From an optimization exercise on the open Yosys and OpenROAD flow, aimed at small area; shortcuts taken in it are not production practice.
Function was not checked in any run shown here: the RTL went through the layout flow alone.
Power figures rest on the tool's default switching activity, not on a simulated workload.

==> flow/design.v, too long to show whole: its modules and the start of the top module <==
// module HandwashSensor: 745 lines
module HandwashSensor(
    input clk,
    input reset,
    input acceptLeftHandDistance,
    input [15:0] leftHandDistance,
    input acceptLeftHandGain,
    input [7:0] leftHandGain,
    input acceptRightHandDistance,
    input [15:0] rightHandDistance,
    input acceptRightHandGain,
    input [7:0] rightHandGain,
    output waterOn
);
  // ...
==> flow/flow/run.sh <==
#!/bin/bash
# Own layout flow: the standard synthesis, then its combinational logic
# is rebuilt as an explicit gate netlist (flow/mulgen.py, same adder tree as
# the RTL, with inverted partial products so the full adders chain without
# inverters), then the standard layout steps from floorplan to finish.
set -euo pipefail
K=14
RES=orfs/results/${FLOW_PLATFORM}/HandwashSensor/base
LIB=${FLOW_HOME}/platforms/${FLOW_PLATFORM}/lib/sky130_fd_sc_hd__tt_025C_1v80.lib
YOSYS=$(command -v yosys || echo "${FLOW_HOME}/../tools/install/yosys/bin/yosys")

bash standard.sh synth > 1_standard_synth.log 2>&1
cp "$RES/1_2_yosys.v" standard_netlist.v
python3 flow/mulgen.py net "$K" standard_netlist.v net_pre.v > 2_mulgen.log 2>&1
MAP_LIB="$LIB" MAP_IN=net_pre.v MAP_TOP="$FLOW_TOP" MAP_OUT=net_post.v \
  "$YOSYS" -c flow/map.ys.tcl > 3_map_yosys.log 2>&1
cp net_post.v "$RES/1_2_yosys.v"
rm -f "$RES/1_synth.odb" "$RES/1_synth.sdc"
bash standard.sh finish \
  "BUFFER_PORTS_ARGS=-buffer_cell sky130_fd_sc_hd__buf_1" > 4_layout.log 2>&1
==> flow/flow/map.ys.tcl <==
# Map the tail logic of the rewritten netlist; cells already instantiated stay as they are.
set lib $::env(MAP_LIB)
yosys read_liberty -lib $lib
yosys read_verilog $::env(MAP_IN)
yosys hierarchy -check -top $::env(MAP_TOP)
yosys proc
yosys opt -fast
yosys techmap
yosys opt -fast
yosys abc -liberty $lib -dont_use sky130_fd_sc_hd__probe_p_8 -dont_use sky130_fd_sc_hd__probec_p_8 -dont_use sky130_fd_sc_hd__lpflow_* -D 7000
yosys opt_clean -purge
yosys hilomap -singleton -hicell sky130_fd_sc_hd__conb_1 HI -locell sky130_fd_sc_hd__conb_1 LO
yosys splitnets
yosys opt_clean -purge
yosys stat -liberty $lib
yosys check -assert
yosys write_verilog -noattr -nohex -nodec $::env(MAP_OUT)
==> flow/standard.sh <==
#!/bin/bash
# synth_recipe.tcl (not shown) runs the flow's synth.tcl, then flattens the netlist and writes it again
# the make line also repeats each setting of config.mk as NAME=value (left out here)
make -C /OpenROAD-flow-scripts/flow DESIGN_CONFIG=/design/flow/config.mk WORK_HOME=/design/flow/orfs CLKGATE_MAP_FILE= SYNTH_SCRIPT=/design/flow/synth_recipe.tcl "${@:-finish}"
==> flow/config.mk <==
export PLATFORM = sky130hd
export DESIGN_NAME = HandwashSensor
export DESIGN_NICKNAME = HandwashSensor
export VERILOG_FILES = /design/flow/design.v
export SDC_FILE = /design/flow/constraint.sdc
export NUM_CORES = 4
export LEC_CHECK = 0
export CAP_MARGIN = 20
export CORE_MARGIN = 2
export CORE_UTILIZATION = 40
export GPL_TIMING_DRIVEN = 0
export SLEW_MARGIN = 20
==> flow/constraint.sdc <==
create_clock -name core_clock -period 7.0 [get_ports {clk}]
set_input_delay 1.4000 -clock core_clock [delete_from_list [all_inputs] [get_ports {clk}]]
set_output_delay 1.4000 -clock core_clock [all_outputs]
set_load 0.01 [all_outputs]
Not shown: flow/flow/mulgen.py
==> flow_metrics.py, run 1 <==
metrics = {
    "global_routing": {
        "grt_pass1_wl_um": 29000,
        "busiest_layer": "met2",
        "antenna_found_initial": 0,
        "use_met3_pct": 2.57,
    },
    "sta": {
        "final.setup.tns_ps": 0,
    },
    "power_and_ir_drop": {
        "pwr-share-seq_pct": 39.3,
        "intPower_mw": 0.551,
        "p_per_area_nw_per_um2": 105,
    },
    "final_layout": {
        "seq_share_pct": 13.7,
        "dominant_cells": "multi-input combinational cells",
        "nClkBuffers": 6,
        "mostFrequentLayoutCells": "nand2_1 (254), fa_1 (191), buf_1 (54)",
        "area_growth_syn_to_layout_pct": 16.7,
    },
    "critical_path": {
        "r2r_setup_slack_ps": 230,
        "path_cells": "nand2_1 -> fa_1 -> fa_1 -> fa_1 -> fa_1 -> fa_1 -> fa_1 -> or2_1 -> fa_1 -> fa_1 -> fa_1 -> fa_1 -> fa_1 -> fa_2 -> mux2_1 -> o21a_1 -> or2_1 -> or2_1 -> and4b_1",
        "slowest_stage": "fa_1",
        "r2r_end": "waterOnReg$_SDFF_PP0_",
    },
    "route": {
        "viasPerCell": 5.38,
    },
    "logic_synthesis": {
        "syn_area_um2": 7020,
    },
    "place": {
        "gp_congestion": 0.825,
        "place_ws_ps": -439,
    },
    "die": {
        "pin_count": 55,
        "taps": 225,
    },
    "run_status": {
        "status": "timing/DRC/antenna clean",
    },
    "clock_network": {
        "htreeDepth": 2,
    },
}
==> inputs of run 2 (changes only) <==
--- a/flow/design.v
+++ b/flow/design.v
@@ -283,32 +283,32 @@
 wire l_c125 = (l_pp_12_1 & l_pp_13_0) | ((l_pp_12_1 | l_pp_13_0) & l_c107);
 wire l_s126 = l_pp_12_1 ^ l_pp_13_0 ^ l_c107;
 wire l_c127 = (l_c109 & l_s122) | ((l_c109 | l_s122) & l_s124);
 wire l_s128 = l_c109 ^ l_s122 ^ l_s124;
 wire l_c129 = (l_c111 & l_c113) | ((l_c111 | l_c113) & l_s126);
 wire l_s130 = l_c111 ^ l_c113 ^ l_s126;
 wire l_c131 = (l_s128 & l_c115) | ((l_s128 | l_c115) & l_s130);
 wire l_s132 = l_s128 ^ l_c115 ^ l_s130;
-wire l_c133 = (l_c117 & l_s132) | ((l_c117 | l_s132) & l_c119);
-wire l_s134 = l_c117 ^ l_s132 ^ l_c119;
+wire l_c133 = l_c117 & l_s132;
+wire l_s134 = l_c117 ^ l_s132;
 wire l_c135 = (l_pp_7_7 & l_pp_8_6) | ((l_pp_7_7 | l_pp_8_6) & l_pp_9_5);
 wire l_s136 = l_pp_7_7 ^ l_pp_8_6 ^ l_pp_9_5;
 wire l_c137 = (l_pp_10_4 & l_pp_11_3) | ((l_pp_10_4 | l_pp_11_3) & l_pp_12_2);
 wire l_s138 = l_pp_10_4 ^ l_pp_11_3 ^ l_pp_12_2;
 wire l_c139 = (l_pp_13_1 & l_pp_14_0) | ((l_pp_13_1 | l_pp_14_0) & l_c121);
 wire l_s140 = l_pp_13_1 ^ l_pp_14_0 ^ l_c121;
 wire l_c141 = (l_c123 & l_s136) | ((l_c123 | l_s136) & l_s138);
 wire l_s142 = l_c123 ^ l_s136 ^ l_s138;
 wire l_c143 = (l_c125 & l_c127) | ((l_c125 | l_c127) & l_s140);
 wire l_s144 = l_c125 ^ l_c127 ^ l_s140;
 wire l_c145 = (l_s142 & l_c129) | ((l_s142 | l_c129) & l_s144);
 wire l_s146 = l_s142 ^ l_c129 ^ l_s144;
-wire l_c147 = l_c131 & l_s146;
-wire l_s148 = l_c131 ^ l_s146;
+wire l_c147 = (l_c131 & l_s146) | ((l_c131 | l_s146) & l_c133);
+wire l_s148 = l_c131 ^ l_s146 ^ l_c133;
 wire l_c149 = (l_pp_8_7 & l_pp_9_6) | ((l_pp_8_7 | l_pp_9_6) & l_pp_10_5);
 wire l_s150 = l_pp_8_7 ^ l_pp_9_6 ^ l_pp_10_5;
 wire l_c151 = (l_pp_11_4 & l_pp_12_3) | ((l_pp_11_4 | l_pp_12_3) & l_pp_13_2);
 wire l_s152 = l_pp_11_4 ^ l_pp_12_3 ^ l_pp_13_2;
 wire l_c153 = (l_pp_14_1 & l_pp_15_0) | ((l_pp_14_1 | l_pp_15_0) & l_c135);
 wire l_s154 = l_pp_14_1 ^ l_pp_15_0 ^ l_c135;
 wire l_c155 = (l_c137 & l_s150) | ((l_c137 | l_s150) & l_s152);
 wire l_s156 = l_c137 ^ l_s150 ^ l_s152;
@@ -368,24 +368,24 @@
 wire l_s210 = l_c199 ^ l_s208 ^ l_c201;
 wire l_c211 = (l_s210 & l_c203) | ((l_s210 | l_c203) & l_c205);
 wire l_s212 = l_s210 ^ l_c203 ^ l_c205;
 wire l_c213 = (l_pp_14_7 & l_pp_15_6) | ((l_pp_14_7 | l_pp_15_6) & l_c207);
 wire l_s214 = l_pp_14_7 ^ l_pp_15_6 ^ l_c207;
 wire l_c215 = (l_s214 & l_c209) | ((l_s214 | l_c209) & l_c211);
 wire l_s216 = l_s214 ^ l_c209 ^ l_c211;
 wire l_s217 = l_pp_15_7 ^ l_c213 ^ l_c215;
-wire [8:0] l_top = {l_s217, l_s216, l_s212, l_s206, l_s198, l_s188, l_s176, l_s162, l_s148};
-wire [6:0] l_low = {l_s134, l_s120, l_s106, l_s92, l_s78, l_s64, l_s50};
-wire l_cK = l_c133;
-wire l_topZero = l_cK ? (l_top == 9'd511) : (l_top == 9'd0);
-wire l_topLtQ = l_cK ? ((l_top < 9'd10) | (l_top == 9'd511)) : (l_top < 9'd11);
-wire l_topEqQ = l_cK ? (l_top == 9'd10) : (l_top == 9'd11);
-wire l_nonZero = ~(l_topZero & (l_low == 7'd0));
-wire l_belowThreshold = l_topLtQ | (l_topEqQ & (l_low < 7'd92));
+wire [9:0] l_top = {l_s217, l_s216, l_s212, l_s206, l_s198, l_s188, l_s176, l_s162, l_s148, l_s134};
+wire [5:0] l_low = {l_s120, l_s106, l_s92, l_s78, l_s64, l_s50};
+wire l_cK = l_c119;
+wire l_topZero = l_cK ? (l_top == 10'd1023) : (l_top == 10'd0);
+wire l_topLtQ = l_cK ? ((l_top < 10'd22) | (l_top == 10'd1023)) : (l_top < 10'd23);
+wire l_topEqQ = l_cK ? (l_top == 10'd22) : (l_top == 10'd23);
+wire l_nonZero = ~(l_topZero & (l_low == 6'd0));
+wire l_belowThreshold = l_topLtQ | (l_topEqQ & (l_low < 6'd28));
 wire r_pp_0_0 = rightHandDistanceHeld[0] & rightHandGainHeld[0];
 wire r_pp_0_1 = rightHandDistanceHeld[0] & rightHandGainHeld[1];
 wire r_pp_0_2 = rightHandDistanceHeld[0] & rightHandGainHeld[2];
 wire r_pp_0_3 = rightHandDistanceHeld[0] & rightHandGainHeld[3];
 wire r_pp_0_4 = rightHandDistanceHeld[0] & rightHandGainHeld[4];
 wire r_pp_0_5 = rightHandDistanceHeld[0] & rightHandGainHeld[5];
 wire r_pp_0_6 = rightHandDistanceHeld[0] & rightHandGainHeld[6];
 wire r_pp_0_7 = rightHandDistanceHeld[0] & rightHandGainHeld[7];
@@ -636,32 +636,32 @@
 wire r_c125 = (r_pp_12_1 & r_pp_13_0) | ((r_pp_12_1 | r_pp_13_0) & r_c107);
 wire r_s126 = r_pp_12_1 ^ r_pp_13_0 ^ r_c107;
 wire r_c127 = (r_c109 & r_s122) | ((r_c109 | r_s122) & r_s124);
 wire r_s128 = r_c109 ^ r_s122 ^ r_s124;
 wire r_c129 = (r_c111 & r_c113) | ((r_c111 | r_c113) & r_s126);
 wire r_s130 = r_c111 ^ r_c113 ^ r_s126;
 wire r_c131 = (r_s128 & r_c115) | ((r_s128 | r_c115) & r_s130);
 wire r_s132 = r_s128 ^ r_c115 ^ r_s130;
-wire r_c133 = (r_c117 & r_s132) | ((r_c117 | r_s132) & r_c119);
-wire r_s134 = r_c117 ^ r_s132 ^ r_c119;
+wire r_c133 = r_c117 & r_s132;
+wire r_s134 = r_c117 ^ r_s132;
 wire r_c135 = (r_pp_7_7 & r_pp_8_6) | ((r_pp_7_7 | r_pp_8_6) & r_pp_9_5);
 wire r_s136 = r_pp_7_7 ^ r_pp_8_6 ^ r_pp_9_5;
 wire r_c137 = (r_pp_10_4 & r_pp_11_3) | ((r_pp_10_4 | r_pp_11_3) & r_pp_12_2);
 wire r_s138 = r_pp_10_4 ^ r_pp_11_3 ^ r_pp_12_2;
 wire r_c139 = (r_pp_13_1 & r_pp_14_0) | ((r_pp_13_1 | r_pp_14_0) & r_c121);
 wire r_s140 = r_pp_13_1 ^ r_pp_14_0 ^ r_c121;
 wire r_c141 = (r_c123 & r_s136) | ((r_c123 | r_s136) & r_s138);
 wire r_s142 = r_c123 ^ r_s136 ^ r_s138;
 wire r_c143 = (r_c125 & r_c127) | ((r_c125 | r_c127) & r_s140);
 wire r_s144 = r_c125 ^ r_c127 ^ r_s140;
 wire r_c145 = (r_s142 & r_c129) | ((r_s142 | r_c129) & r_s144);
 wire r_s146 = r_s142 ^ r_c129 ^ r_s144;
-wire r_c147 = r_c131 & r_s146;
-wire r_s148 = r_c131 ^ r_s146;
+wire r_c147 = (r_c131 & r_s146) | ((r_c131 | r_s146) & r_c133);
+wire r_s148 = r_c131 ^ r_s146 ^ r_c133;
 wire r_c149 = (r_pp_8_7 & r_pp_9_6) | ((r_pp_8_7 | r_pp_9_6) & r_pp_10_5);
 wire r_s150 = r_pp_8_7 ^ r_pp_9_6 ^ r_pp_10_5;
 wire r_c151 = (r_pp_11_4 & r_pp_12_3) | ((r_pp_11_4 | r_pp_12_3) & r_pp_13_2);
 wire r_s152 = r_pp_11_4 ^ r_pp_12_3 ^ r_pp_13_2;
 wire r_c153 = (r_pp_14_1 & r_pp_15_0) | ((r_pp_14_1 | r_pp_15_0) & r_c135);
 wire r_s154 = r_pp_14_1 ^ r_pp_15_0 ^ r_c135;
 wire r_c155 = (r_c137 & r_s150) | ((r_c137 | r_s150) & r_s152);
 wire r_s156 = r_c137 ^ r_s150 ^ r_s152;
@@ -721,24 +721,24 @@
 wire r_s210 = r_c199 ^ r_s208 ^ r_c201;
 wire r_c211 = (r_s210 & r_c203) | ((r_s210 | r_c203) & r_c205);
 wire r_s212 = r_s210 ^ r_c203 ^ r_c205;
 wire r_c213 = (r_pp_14_7 & r_pp_15_6) | ((r_pp_14_7 | r_pp_15_6) & r_c207);
 wire r_s214 = r_pp_14_7 ^ r_pp_15_6 ^ r_c207;
 wire r_c215 = (r_s214 & r_c209) | ((r_s214 | r_c209) & r_c211);
 wire r_s216 = r_s214 ^ r_c209 ^ r_c211;
 wire r_s217 = r_pp_15_7 ^ r_c213 ^ r_c215;
-wire [8:0] r_top = {r_s217, r_s216, r_s212, r_s206, r_s198, r_s188, r_s176, r_s162, r_s148};
-wire [6:0] r_low = {r_s134, r_s120, r_s106, r_s92, r_s78, r_s64, r_s50};
-wire r_cK = r_c133;
-wire r_topZero = r_cK ? (r_top == 9'd511) : (r_top == 9'd0);
-wire r_topLtQ = r_cK ? ((r_top < 9'd10) | (r_top == 9'd511)) : (r_top < 9'd11);
-wire r_topEqQ = r_cK ? (r_top == 9'd10) : (r_top == 9'd11);
-wire r_nonZero = ~(r_topZero & (r_low == 7'd0));
-wire r_belowThreshold = r_topLtQ | (r_topEqQ & (r_low < 7'd92));
+wire [9:0] r_top = {r_s217, r_s216, r_s212, r_s206, r_s198, r_s188, r_s176, r_s162, r_s148, r_s134};
+wire [5:0] r_low = {r_s120, r_s106, r_s92, r_s78, r_s64, r_s50};
+wire r_cK = r_c119;
+wire r_topZero = r_cK ? (r_top == 10'd1023) : (r_top == 10'd0);
+wire r_topLtQ = r_cK ? ((r_top < 10'd22) | (r_top == 10'd1023)) : (r_top < 10'd23);
+wire r_topEqQ = r_cK ? (r_top == 10'd22) : (r_top == 10'd23);
+wire r_nonZero = ~(r_topZero & (r_low == 6'd0));
+wire r_belowThreshold = r_topLtQ | (r_topEqQ & (r_low < 6'd28));
 reg waterOnReg;
 always @(posedge clk) begin
     if (reset)
         waterOnReg <= 1'b0;
     else
         waterOnReg <= l_nonZero & r_nonZero & (l_belowThreshold | r_belowThreshold);
 end
 assign waterOn = waterOnReg;
--- a/flow/flow/run.sh
+++ b/flow/flow/run.sh
@@ -1,15 +1,15 @@
 #!/bin/bash
 # Own layout flow: the standard synthesis, then its combinational logic
 # is rebuilt as an explicit gate netlist (flow/mulgen.py, same adder tree as
 # the RTL, with inverted partial products so the full adders chain without
 # inverters), then the standard layout steps from floorplan to finish.
 set -euo pipefail
-K=14
+K=13
 RES=orfs/results/${FLOW_PLATFORM}/HandwashSensor/base
 LIB=${FLOW_HOME}/platforms/${FLOW_PLATFORM}/lib/sky130_fd_sc_hd__tt_025C_1v80.lib
 YOSYS=$(command -v yosys || echo "${FLOW_HOME}/../tools/install/yosys/bin/yosys")
 
 bash standard.sh synth > 1_standard_synth.log 2>&1
 cp "$RES/1_2_yosys.v" standard_netlist.v
 python3 flow/mulgen.py net "$K" standard_netlist.v net_pre.v > 2_mulgen.log 2>&1
 MAP_LIB="$LIB" MAP_IN=net_pre.v MAP_TOP="$FLOW_TOP" MAP_OUT=net_post.v \
==> run 2 against run 1 <==
  * Still clean on timing, DRC and antenna
  * Flip-flop and latch count stayed put
  * Core utilization is 1.6 points higher
  * Largest cell class unchanged
  * Final area is 3.3% higher
  * Sequential power hardly changed
  * Highest routed layer unchanged
  * Total power is 8.1% higher
  * Non-clock buffer count is 22 higher
  * Worst setup slack worse by 42 ps
  * Global-route usage is 2.1 points higher
  * Die area is 0.28% higher
  * Combinational power is about 10% higher
  * Wire length is 8.4% higher
==> flow_metrics.py, run 2 <==
metrics = {
    "run_status": {
        "status": "timing/DRC/antenna clean",
    },
    "place": {
        "portBuffers": 54,
        "hpwlAfterDp_um": 13500,
        "dpl-instance-area_um2": 7560,
        "gp_congestion": 0.829,
    },
    "sta": {
        "slew-limit-headroom_pct": 44.6,
        "finalCritPeriodShare_pct": 97.4,
        "slew_violations": 0,
        "worst_slew_pin_slew_ps": 831,
        "final.setup.tns_ps": 0,
        "rsz0062_at_grt": "true",
        "fmax_ghz": 0.147,
        "hold_viol": 0,
        "min_period_ps": 6820,
        "worst_clock_skew_ps": 3.02,
        "hold_ws_ps": 536,
        "setup_violations": 0,
    },
    "final_layout": {
        "top_regs": "leftHandDistanceHeld: 16 flops, rightHandDistanceHeld: 16 flops",
        "mostFrequentLayoutCells": "nand2_1 (256), fa_1 (171), buf_4 (67)",
        "final_common_cell": "nand2_1",
        "layout.filler_cells": 1537,
        "fin_area_um2": 8470,
        "nets": 1034,
        "drive_gt1_share_pct": 20.5,
        "area_growth_syn_to_layout_pct": 20.3,
    },
    "route": {
        "drt_pass1_iterations": 5,
        "drt_first_iter_violations": 338,
        "dr_wl_met2_um": 9300,
        "met1Wirelength_um": 7700,
        "drc_errors": 0,
        "routedWlPerCell_um": 18.6,
        "via_count": 5458,
        "viasPerCell": 5.44,
        "routed-wl-met3_um": 1280,
        "wl_um": 18600,
        "postRouteAntennaNets": 0,
        "top_layer_used": "met4",
    },
    "critical_path": {
        "cp.arrival_ps": 7070,
        "cp.required_ps": 7260,
        "end_kind": "flip-flop",
        "critPathLaunchType": "flip-flop",
        "reg2reg_depth": 22,
        "worst-path-max-fanout": 6,
        "crit_type": "reg -> reg",
        "r2r_setup_slack_ps": 180,
    },
    "power_and_ir_drop": {
        "power_mw": 0.931,
        "p_leak_nw": 1.89,
        "ir_drop_mv": 0.128,
        "p_per_area_nw_per_um2": 110,
    },
    "global_routing": {
        "antenna_found_initial": 1,
        "grt_max_degree": 18,
        "grt_pass1_vias": 6337,
        "gr-usage-all-layers_pct": 22.1,
        "grt_pass1_wl_um": 31500,
        "grt-ovfl-total": 0,
    },
    "clock_network": {
        "cts-root-buf": "clkbuf_16",
        "cts_buffer_depth": 2,
        "clk_pin_slew_ps": 70,
        "clock-sinks": 49,
        "htreeDepth": 2,
        "clk-insertion-delay-late_ps": 310,
        "tritoncts": "done",
        "cts-buffers-inserted": 5,
    },
    "die": {
        "dieArea_um2": 18700,
        "dieWidth_um": 137,
        "pin_count": 55,
        "rows": 48,
        "start_util_pct": 40.8,
        "core_area_um2": 17200,
        "die_height_um": 137,
    },
    "logic_synthesis": {
        "syn_inst": 648,
        "syn_area_per_cell_um2": 10.9,
        "syn_area_um2": 7040,
        "mappedNetlistNets": 906,
        "yosys_warnings": 1,
    },
    "hold_path": {
        "min_path_cells": 1,
        "hold_path.class": "reg -> reg",
    },
    "job": {
        "maxCapViolCount": 0,
    },
}
[run 2: area by class of cell]
| class | instances | area (um^2) | share of cell area [%] |
|---|---|---|---|
| Antenna cell | 1 | 2.50 | 0.0296 |
| Clock buffer | 5 | 125 | 1.48 |
| Clock inverter | 3 | 47.5 | 0.561 |
| Inverter | 1 | 3.75 | 0.0443 |
| Multi-Input combinational cell | 598 | 6210 | 73.3 |
| Sequential cell | 49 | 1100 | 12.9 |
| Tap cell | 225 | 282 | 3.32 |
| Timing Repair Buffer | 121 | 706 | 8.33 |
[run 2: report_power, final]
group,total [mW],switching [mW],internal [mW]
clock,0.297,0.125,0.172
combinational,0.295,0.156,0.139
sequential,0.338,0.0446,0.294
total,0.931,0.326,0.604
[run 2: worst paths after layout]
kind | end | startpoint
setup / recovery | waterOnReg$_SDFF_PP0_ | rightHandGainHeld[2]$_SDFFE_PP0P_
setup reg to reg | waterOnReg$_SDFF_PP0_ | rightHandGainHeld[2]$_SDFFE_PP0P_
hold / removal | leftHandDistanceHeld[6]$_SDFFE_PP0P_ | leftHandDistanceHeld[6]$_SDFFE_PP0P_
hold reg to reg | leftHandDistanceHeld[6]$_SDFFE_PP0P_ | leftHandDistanceHeld[6]$_SDFFE_PP0P_
[run 2: what timing repair did]
action | 4_1_cts | 5_1_grt
hold buffers | 0 | 0
setup endpoints to repair | 1 | 1
resized for setup | 67 | 25
pin swaps | 8 | 16
setup buffers | 56 | 11
[run 2: through the flow]
stage	util, %	cells	setup slack (ps)
6_report	49.1	1003	185
5_1_grt	49.1	1002	-19.2
4_1_cts	48.1	991	0.0644
3_5_place_dp	43.9	927	-521
3_3_place_gp	43.8	927	-388
2_1_floorplan	-	648	14.9
[run 2: metal layers]
metal  vias up  track usage (%)
met5         -                0
met4         0             5.67
met3        40             5.04
met2       199             37.2
met1      2852             29.1
li1       2367                -
[run 2: worst max-delay path, stage by stage, from the launching register on]
cell and delay, ps:
dfxtp_4 410, nand2_2 70, fa_1 510, fa_2 380, fa_1 520, fa_1 420
or2_1 260, fa_2 350, fa_2 390, or2_1 220, fa_2 340, fa_2 360
fa_2 350, fa_2 350, fa_2 340, xor2_1 160, or4_4 510, nor4_4 170
o21bai_4 160, mux2_4 150, a31o_1 80, or2_1 80, and4b_1 180

==> re-timing with driven ports <==
How much do the figures lean on ideal ports? The routed layouts below were timed once more, with nothing changed but the port constraints.
Step 1 assumes that a clkbuf_16 drives the clock port and a buf_2 every other input.
Step 2, shift: input delay + t, output delay - t, t = (earliest + latest rising clock arrival at the registers) / 2. This alone moves slack from input paths to output paths.
a / b / c = no drivers / after step 1 / after step 2; a / b = the first two.
run | t, ns | setup WS [ns] | worst setup path at the end
run 1 | 0.341 | 0.227 / 0.227 / 0.227 | register to register
run 2 | 0.349 | 0.185 / 0.185 / 0.185 | register to register
After both steps every run listed still meets setup and hold.
